What follows belongs to an exercise in optimizing a design on an open flow for small area, a short achievable clock period and few clock cycles per item; a production flow would make more cautious choices.
Where RTL was checked, it was by simulation tests only, not by an equivalence proof against the original.

==> inputs of build 53 <==
// Full_Connect
module Full_Connect (
    input              aclk,
    input              aresetn,
    input              s_valid,
    input  [31:0]      s_data,
    output             s_ready,
    output             m_valid,
    output [16*32-1:0] m_data
);
==> flow/config.mk <==
export PLATFORM = sky130hd
export DESIGN_NAME = Full_Connect
export DESIGN_NICKNAME = Full_Connect
export VERILOG_FILES = /design/flow/design.v
export SDC_FILE = /design/flow/constraint.sdc
export NUM_CORES = 4
export LEC_CHECK = 0
export CAP_MARGIN = 20
export CORE_MARGIN = 2
export CORE_UTILIZATION = 55
export SETUP_SLACK_MARGIN = 4.8
export SLEW_MARGIN = 20
export SYNTH_MEMORY_MAX_BITS = 16384
==> flow/constraint.sdc <==
create_clock -name core_clock -period 8.0 [get_ports {aclk}]
set_input_delay 1.6000 -clock core_clock [delete_from_list [all_inputs] [get_ports {aclk}]]
set_output_delay 1.6000 -clock core_clock [all_outputs]
set_load 0.01 [all_outputs]
run.sh (not shown) runs the stock make flow with config.mk's settings and CLKGATE_MAP_FILE= SYNTH_SCRIPT=/design/flow/synth_recipe.tcl, a recipe that flattens the netlist after the stock synthesis.
==> inputs of build 66, as changes to build 53 <==
--- a/flow/config.mk
+++ b/flow/config.mk
@@ -9,4 +9,4 @@
 export CORE_MARGIN = 2
-export CORE_UTILIZATION = 55
-export SETUP_SLACK_MARGIN = 4.8
+export CORE_UTILIZATION = 40
+export SETUP_SLACK_MARGIN = 4.5
 export SLEW_MARGIN = 20
==> inputs of build 28, as changes to build 53 <==
--- a/flow/config.mk
+++ b/flow/config.mk
@@ -9,3 +9,3 @@
 export CORE_MARGIN = 2
-export CORE_UTILIZATION = 55
+export CORE_UTILIZATION = 40
 export SETUP_SLACK_MARGIN = 4.8
==> comparison table <==
	build 28	build 66	build 53
Result of the run	timing/DRC/antenna clean	timing/DRC/antenna clean	timing/DRC/antenna clean
Category of the critical setup timing path	flop to output port	flop to flop	flop to flop
Utilization after layout	45.7%	45.2%	61.9%
Count of non-filler cells in the finished layout	20,100	20,000	18,700
Startpoint of the worst-slack reg-to-reg timing path	cnt[0]$_DFFE_PN0N_	f1$_DFF_P_	neuron[8].Mul_Accumulate.genblk1.u.S[5]$_DFF_P_
Die H	602 µm	602 µm	514 µm
Wire per inst	24.6 µm	24.3 µm	26.5 µm
Sequential portion of the cell area	22.2%	22.4%	22.5%
Setup slack of the critical path after layout	4.73 ns	4.45 ns	4.74 ns
Pre-antenna DRT Iters	7	8	7
Largest fanout of any net on the critical path	2	217	5
Count of placed standard cells including taps	19,500	19,500	18,200
Tapcells	4,751	4,751	3,402
Global routing met2 resource utilization	43.1%	42.0%	59.0%
Critical Path Stages	2	8	13
No functional check of the RTL was part of any run of this note.

---

==> exp/ember <==
Full_Connect, a different RTL version from the one above (not shown whole).
==> module Full_Connect, before the edit <==
module Full_Connect (
    input              aclk,
    input              aresetn,
    input              s_valid,
    input  [31:0]      s_data,
    output             s_ready,
    output             m_valid,
    output [16*32-1:0] m_data
);
    localparam N = 16;
    reg         busy;        
    reg  [63:0] pos;         
    reg  [63:0] posn;        
    reg         nready;      
    reg         l1, l2, l3;  
    reg         f1, f1n;     
    reg  [31:0] x1;          
    reg  [12*N-1:0] sel1;
    wire [12*N-1:0] sel, seln;
    wire [32*N-1:0] init;
    wire take = busy | s_valid;
    assign s_ready = !nready;
    always @(posedge aclk or negedge aresetn) begin
        if (!aresetn) begin
            busy  <= 1'b0;
            nready <= 1'b0;
            pos   <= 64'd1;
            posn  <= ~64'd1;
            l1   <= 1'b0;
            l2   <= 1'b0;
            l3   <= 1'b0;
        end
        else begin
            if (take) begin
                pos   <= {pos[62:0], pos[63]};
                posn  <= {posn[62:0], posn[63]};
                busy  <= !pos[63];
                nready <= !(pos[63] | pos[62]);
            end
            l1 <= take & pos[63];
            l2 <= l1;
            l3 <= l2;
        end
    end
    Weight_ROM #(.N(N)) Weight_ROM (
        .addr(pos),
        .sel(sel),
        .init(init)
    );
    Weight_ROM #(.N(N)) Weight_ROM_n (
        .addr(~posn),
        .sel(seln),
        .init()
    );
    always @(posedge aclk) begin
        x1   <= s_data;
        sel1 <= {seln[12*N-1:6*N], sel[6*N-1:0]};
        f1   <= pos[0];
        f1n  <= !pos[0];
    end
    genvar i;
    generate
        for (i = 0; i < N; i = i + 1) begin : neuron
            Mul_Accumulate #(.IDX(i)) Mul_Accumulate (
                .clk(aclk),
                .first(i < N/2 ? f1 : !f1n),
                .init(init[32*i+31:32*i]),
                .sel(sel1[12*i+11:12*i]),
                .data(x1),
                .Dout(m_data[32*i+31:32*i])
            );
        end
    endgenerate
    assign m_valid = l3;
endmodule
==> flow/config.mk <==
export PLATFORM = sky130hd
export DESIGN_NAME = Full_Connect
export DESIGN_NICKNAME = Full_Connect
export VERILOG_FILES = /design/flow/design.v
export SDC_FILE = /design/flow/constraint.sdc
export NUM_CORES = 4
export LEC_CHECK = 0
export CAP_MARGIN = 20
export CORE_MARGIN = 2
export CORE_UTILIZATION = 40
export SETUP_SLACK_MARGIN = 5.0
export SLEW_MARGIN = 20
export SYNTH_MEMORY_MAX_BITS = 16384
==> flow/constraint.sdc <==
create_clock -name core_clock -period 8.0 [get_ports {aclk}]
set_input_delay 1.6000 -clock core_clock [delete_from_list [all_inputs] [get_ports {aclk}]]
set_output_delay 1.6000 -clock core_clock [all_outputs]
set_load 0.01 [all_outputs]
==> exp/lagoon (differences from exp/ember) <==
--- a/flow/design.v
+++ b/flow/design.v
@@ -4332,19 +4332,19 @@
     reg         busy;        
     reg  [63:0] pos;         
     reg  [63:0] posn;        
-    reg         nready;      
+    reg         ready;       
     reg         l1, l2, l3;  
     reg         f1, f1n;     
-    reg  [31:0] x1;          
+    reg  [31:0] x1, x1n;     
     reg  [12*N-1:0] sel1;
     wire [12*N-1:0] sel, seln;
     wire [32*N-1:0] init;
     wire take = busy | s_valid;
-    assign s_ready = !nready;
+    assign s_ready = ready;
     always @(posedge aclk or negedge aresetn) begin
         if (!aresetn) begin
             busy  <= 1'b0;
-            nready <= 1'b0;
+            ready <= 1'b1;
             pos   <= 64'd1;
             posn  <= ~64'd1;
             l1   <= 1'b0;
@@ -4356,7 +4356,7 @@
                 pos   <= {pos[62:0], pos[63]};
                 posn  <= {posn[62:0], posn[63]};
                 busy  <= !pos[63];
-                nready <= !(pos[63] | pos[62]);
+                ready <= pos[63];
             end
             l1 <= take & pos[63];
             l2 <= l1;
@@ -4375,6 +4375,7 @@
     );
     always @(posedge aclk) begin
         x1   <= s_data;
+        x1n  <= ~s_data;
         sel1 <= {seln[12*N-1:6*N], sel[6*N-1:0]};
         f1   <= pos[0];
         f1n  <= !pos[0];
@@ -4387,7 +4388,7 @@
                 .first(i < N/2 ? f1 : !f1n),
                 .init(init[32*i+31:32*i]),
                 .sel(sel1[12*i+11:12*i]),
-                .data(x1),
+                .data(i < N/2 ? x1 : ~x1n),
                 .Dout(m_data[32*i+31:32*i])
             );
         end
--- a/flow/config.mk
+++ b/flow/config.mk
@@ -8,6 +8,6 @@
 export CAP_MARGIN = 20
 export CORE_MARGIN = 2
 export CORE_UTILIZATION = 40
-export SETUP_SLACK_MARGIN = 5.0
+export SETUP_SLACK_MARGIN = 4.8
 export SLEW_MARGIN = 20
 export SYNTH_MEMORY_MAX_BITS = 16384
==> impl_metrics.yaml <==
run_status:
  status: "finished clean"
clock_network:
  post-cts-setup-buffers: 18
route:
  wl_met3_um: 29800
yosys:
  synth_nets: 17000
sta:
  worstMarginPinSlew_ns: 1.20
layout:
  fillers: 34100
That was exp/lagoon.
==> impl_metrics.yaml <==
run_status:
  status: "finished clean"
yosys:
  synth_nets: 16800
  yosysTopAreaCellShare_pct: 24.5
  synthTopCellsByArea: "dfxtp_1 (24%), fa_1 (23%), xor2_1 (7.6%)"
layout:
  fillers: 33000
route:
  wl_met3_um: 37200
That was exp/ember.
Testbench counts of exp/ember, summed over its fixed seeds: cycles 24,600, items 384.
Testbench counts of exp/lagoon, summed over its fixed seeds: cycles 24,600, items 384.

---

==> 05-19 <==
Full_Connect, a different RTL version from the one above (not shown whole).
Settings: LEC_CHECK=0, CAP_MARGIN=20, CORE_MARGIN=2, CORE_UTILIZATION=40, SETUP_SLACK_MARGIN=4.5, SLEW_MARGIN=20, SYNTH_MEMORY_MAX_BITS=16384; clock period 8.0 ns.
==> 09-06 (differences from 05-19) <==
--- a/flow/config.mk
+++ b/flow/config.mk
@@ -8,6 +8,5 @@
 export CAP_MARGIN = 20
 export CORE_MARGIN = 2
 export CORE_UTILIZATION = 40
-export SETUP_SLACK_MARGIN = 4.5
 export SLEW_MARGIN = 20
 export SYNTH_MEMORY_MAX_BITS = 16384
==> flow_metrics.env <==
export IMPL_outcome="finished clean"
export IMPL_grt_max_degree=166
export IMPL_route_met3_wl_um=50870
export IMPL_buffer_area_share_pct=12.47
export IMPL_clockBufferCount=155
export IMPL_grt_util_met2_pct=49.43
export IMPL_hold_slack_ns=0.4786
export IMPL_cp_data_arrival_time_ns=5.93
export IMPL_grt_pass1_vias=109500
export IMPL_buffers=1745
[end of results for 05-19]
==> flow_metrics.env <==
export IMPL_grt_pass1_vias=102400
export IMPL_outcome="finished clean"
export IMPL_grt_max_degree=108
export IMPL_buffer_area_share_pct=6.321
export IMPL_clockBufferCount=134
export IMPL_buffers=885
export IMPL_route_met3_wl_um=35610
export IMPL_n_antenna_cell=13
export IMPL_area_growth_pct=10.55
export IMPL_final_seq_area_mm2=0.01495
export IMPL_die_x_um=555.1
[end of results for 09-06]
No run of this note included a check of the RTL's function; only the layout flow was run.

[afterwards: timing with drivers on the ports]
The results above use ideal ports. As a check the final layouts listed here were re-extracted and re-timed, cells and wires unchanged.
Step 1: set_driving_cell puts a clkbuf_16 on aclk and a buf_2 on each other input, an assumption about the parent block.
Step 2 also shifts input and output timing later by t, the mid clock arrival at the registers, as if the neighbouring blocks saw the same clock.
Three values: no drivers, after step 1, after step 2; two values: the first two.
run	t (ns)	setup slack, ns	hold slack, ns	worst slew at a driven data input, ns	pins driven straight from the clock port
build 53	1.004	4.738 / 4.672 / 4.618	0.352 / 0.352 / 0.352	0.07	1
build 66	1.006	4.451 / 4.451 / 4.451	0.356 / 0.356 / 0.356	0.20	1
build 28	1.028	4.726 / 4.617 / 4.760	0.395 / 0.395 / 0.395	0.31	1
exp/ember	1.043	4.834 / 4.755 / 4.185	0.362 / 0.362 / 0.362	0.16	1
exp/lagoon	1.024	4.661 / 4.550 / 3.882	0.355 / 0.355 / 0.355	0.13	1
05-19	0.980	2.897 / 2.897 / 2.897	0.479 / 0.479 / 0.479	0.16	1
09-06	0.966	1.976 / 1.976 / 1.976	0.478 / 0.478 / 0.478	0.16	1
After both steps every run listed still meets setup and hold. The setup slack of exp/lagoon, which loses most, moves by -0.111 ns with the drivers and by -0.779 ns with both steps.
